Context: an optimization exercise on an open-source flow, tuned for small area. The choices shown serve that exercise and are no tape-out recipe.
Function was checked by simulation only, so behaviour that the tests miss may differ from the original.
Power figures rest on the tool's default switching activity, not on a simulated workload.

before:
// qos_queue
module qos_queue(
	input clk,
	input rst,                  
	input start,                
	input in_0,                 
	input in_1,                 
	input read_tick,            
	output [3:0]  p_in,         
	output [3:0]  read,         
	output [11:0] fullness,     
	output [95:0] memory,       
	output [31:0] drop_count,   
	output [39:0] input_count   
);
Size in the first run: roughly 3600 cells after synthesis, about 590 flip-flops, roughly 190 I/O pins.
export LEC_CHECK = 0
export ABC_AREA = 1
export CAP_MARGIN = 20
export CORE_MARGIN = 2
export CORE_UTILIZATION = 60
export SLEW_MARGIN = 20
create_clock -name core_clock -period 12.0 [get_ports {clk}]
standard.sh (not shown) runs the stock make flow with config.mk's settings and CLKGATE_MAP_FILE= SYNTH_SCRIPT=/design/flow/synth_recipe.tcl, a recipe that flattens the netlist after the stock synthesis.
==> flow/flow/run.sh <==
#!/bin/bash
# Layout flow: the standard ORFS flow (standard.sh) with
#  - synthesis by flow/synth.tcl (area-oriented logic mapping, same registers),
#  - port buffers of the smallest buffer cell instead of clkdlybuf4s50_1,
#  - clock tree synthesis with sink clusters of at most 25 sinks and 70 um
#    and without dummy loads.
# The make output goes to flow.log; ORFS keeps each step's log under orfs/logs.
set -euo pipefail
W=$PWD
bash standard.sh \
  "SYNTH_SCRIPT=$W/flow/synth.tcl" \
  "BUFFER_PORTS_ARGS=-buffer_cell sky130_fd_sc_hd__buf_1" \
  "CTS_ARGS=-sink_clustering_enable -repair_clock_nets -sink_clustering_size 20 -sink_clustering_max_diameter 50 -dont_use_dummy_load -buf_list sky130_fd_sc_hd__clkbuf_8" \
  finish > "$W/flow.log" 2>&1
==> flow/flow/area.abc <==
strash
dch -f
amap
topo
==> flow/flow/synth.tcl <==
# The standard synthesis (synth_recipe.tcl), with three changes to the
# logic mapping only: Yosys's synth runs without its internal abc pass, so
# extract_fa sees the ripple adders as the RTL writes them; extract_fa only
# extracts full adders (half adders are left to ABC, which can then merge
# the inversions of the inverted age registers into the increment logic);
# and the final ABC mapping uses flow/area.abc, an area-only mapping without
# buffering or upsizing (placement repairs slew, capacitance and timing).
# Registers and their names are the same as in the standard synthesis.
set flow_dir [file dirname [file normalize [info script]]]
proc synth {args} { yosys synth -nofsm -noshare -noabc {*}$args }
proc abc {args} {
  set i [lsearch -exact $args -script]
  if { $i >= 0 } { lset args [expr { $i + 1 }] $::flow_dir/area.abc }
  yosys abc {*}$args
}
proc extract_fa {args} { yosys extract_fa -fa }
source $::env(SCRIPTS_DIR)/synth.tcl
# left out here: clear keep_hierarchy, flatten, clean up, hide names made inside functions, write 1_2_yosys.v
Edits applied to the flow inputs when going from before to after:
- setting CTS_CLUSTER_SIZE to 25 for the first time
- setting CTS_CLUSTER_DIAMETER to 70 for the first time
==> flow/flow/run.sh <==
#!/bin/bash
# Layout flow: the standard ORFS flow (standard.sh) with
#  - synthesis by flow/synth.tcl (area-oriented logic mapping, same registers),
#  - port buffers of the smallest buffer cell instead of clkdlybuf4s50_1.
# The make output goes to flow.log; ORFS keeps each step's log under orfs/logs.
set -euo pipefail
W=$PWD
bash standard.sh \
  "SYNTH_SCRIPT=$W/flow/synth.tcl" \
  "BUFFER_PORTS_ARGS=-buffer_cell sky130_fd_sc_hd__buf_1" \
  finish > "$W/flow.log" 2>&1
--- outcome ---
- | register-to-register slack | after vs before | ≈ equal |
- The higher met2 wire length of before and after is in after.
- For the share of cell area taken by flip-flops and latches, after came in 0.66 points lower than before did.
- Going from before to after, count of H-tree levels built during CTS held steady, ratio of final minimum period to clock period held, number of maximum-capacitance violations roughly the same.

---

== job 101 ==
qos_queue, a different RTL version from the one above (not shown whole).
For scale: roughly 31000 µm² of cells after synthesis.
Settings: LEC_CHECK=0, ABC_AREA=1, CAP_MARGIN=20, CORE_MARGIN=2, CORE_UTILIZATION=40, SLEW_MARGIN=20; clock period 12.0 ns.
==> flow/flow/run.sh <==
#!/bin/bash
# Layout flow: the standard ORFS flow (standard.sh) with
#  - synthesis by flow/synth.tcl (area-oriented logic mapping, same registers),
#  - port buffers of the smallest buffer cell instead of clkdlybuf4s50_1.
# The make output goes to flow.log; ORFS keeps each step's log under orfs/logs.
set -euo pipefail
W=$PWD
bash standard.sh \
  "SYNTH_SCRIPT=$W/flow/synth.tcl" \
  "BUFFER_PORTS_ARGS=-buffer_cell sky130_fd_sc_hd__buf_1" \
  finish > "$W/flow.log" 2>&1
==> flow/flow/area.abc <==
strash
dch
map -a
topo
==> flow/flow/synth.tcl <==
# The standard synthesis (synth_recipe.tcl), with two changes to the
# logic mapping only: Yosys's synth runs without its internal abc pass, so
# extract_fa sees the ripple adders as the RTL writes them, and the final
# ABC mapping uses flow/area.abc, an area-only mapping without buffering or
# upsizing (placement repairs slew, capacitance and timing). Registers and
# their names are the same as in the standard synthesis.
set flow_dir [file dirname [file normalize [info script]]]
proc synth {args} { yosys synth -nofsm -noshare -noabc {*}$args }
proc abc {args} {
  set i [lsearch -exact $args -script]
  if { $i >= 0 } { lset args [expr { $i + 1 }] $::flow_dir/area.abc }
  yosys abc {*}$args
}
source $::env(SCRIPTS_DIR)/synth.tcl
# left out here: clear keep_hierarchy, flatten, clean up, hide names made inside functions, write 1_2_yosys.v
Job 101: done, clean on timing, DRC and antenna
The inputs of job 102 differ from those of job 101 as listed below.
- putting CTS_CLUSTER_DIAMETER at 70 where nothing was set
- swapping 40 for 60 in CORE_UTILIZATION
- putting CTS_CLUSTER_SIZE at 25 where nothing was set
==> flow/flow/area.abc <==
strash
dch
amap
strash
dch
amap
topo
## What came out
Job 102 had finished all stages when the layout checks came back failing, citing negative setup slack.
Of job 101 and job 102, the lower number of setup buffers added after CTS belongs to job 101.
Delta (job 102 minus job 101): top achievable clock speed shows a reduction of 6.4 MHz; synthesized netlist cell count shows a reduction of 435; number of tap cells inserted shows a reduction of 360; maximum level of the CTS H-tree shows a reduction of 1.
Setup slack (higher): job 101
Job 102 ended with less placeable core region than job 101.
When job 102 is measured against job 101, its count of vias placed by the detailed router turns out 612 lower.
Cell count: job 102 lower than job 101
### job 102 -> job 103
==> flow/flow/area.abc <==
strash
dch
map -a
topo
Results
- A capturing instance or port of the critical path of decision1.read_2$_DFF_P_ is what job 103 shows, while decision1.read_1$_DFF_P_ belongs to job 102.
- [job 103] area share of xor/xnor cells in the synthesized design rose 0.55 points relative to job 102
- Higher sequential area share after synthesis among job 103 and job 102: job 102
- Job 103 supports a higher top clock frequency than job 102.
- Comparing job 103 and job 102, the higher via-per-instance ratio was measured on job 102.
- Looking at total power consumption of the routed design, job 103 sits 0.19 mW below job 102.
- Per the final summary, job 103 finished and its layout is clean on timing, DRC and antenna.
- Diff job 102..job 103 | clock-cell share of area | negligible

==> re-timing with driven ports <==
Ports are ideal in the flow. The routed layouts listed here were re-timed in OpenROAD. Step 1, drivers: a clkbuf_16 drives clk and a buf_2 each remaining input, both assumed. Step 2, shift: input delay + t, output delay - t, t = (earliest + latest rising clock arrival at the registers) / 2. This alone moves slack from input paths to output paths. Slacks: ideal ports / drivers / drivers and shift; pairs: ideal ports / drivers.
run	t (ns)	setup WS [ns]	worst hold slack (ns)	worst register clock-pin slew, ns	worst slew at a driven data input, ns
before	0.700	1.451 / 1.451 / 1.155	0.439 / 0.439 / 0.439	0.12 / 0.12	0.04
after	0.641	1.449 / 1.449 / 1.140	0.438 / 0.438 / 0.438	0.10 / 0.10	0.05
job 101	0.657	0.557 / 0.557 / 0.557	0.461 / 0.461 / 0.461	0.06 / 0.06	0.06
job 102	0.635	-0.342 / -0.342 / -0.342	0.458 / 0.458 / 0.458	0.10 / 0.10	0.06
job 103	0.625	0.640 / 0.640 / 0.640	0.467 / 0.467 / 0.467	0.10 / 0.10	0.10
The setup slack of after, which loses most, moves by 0.000 ns with the drivers and by -0.309 ns with both steps.
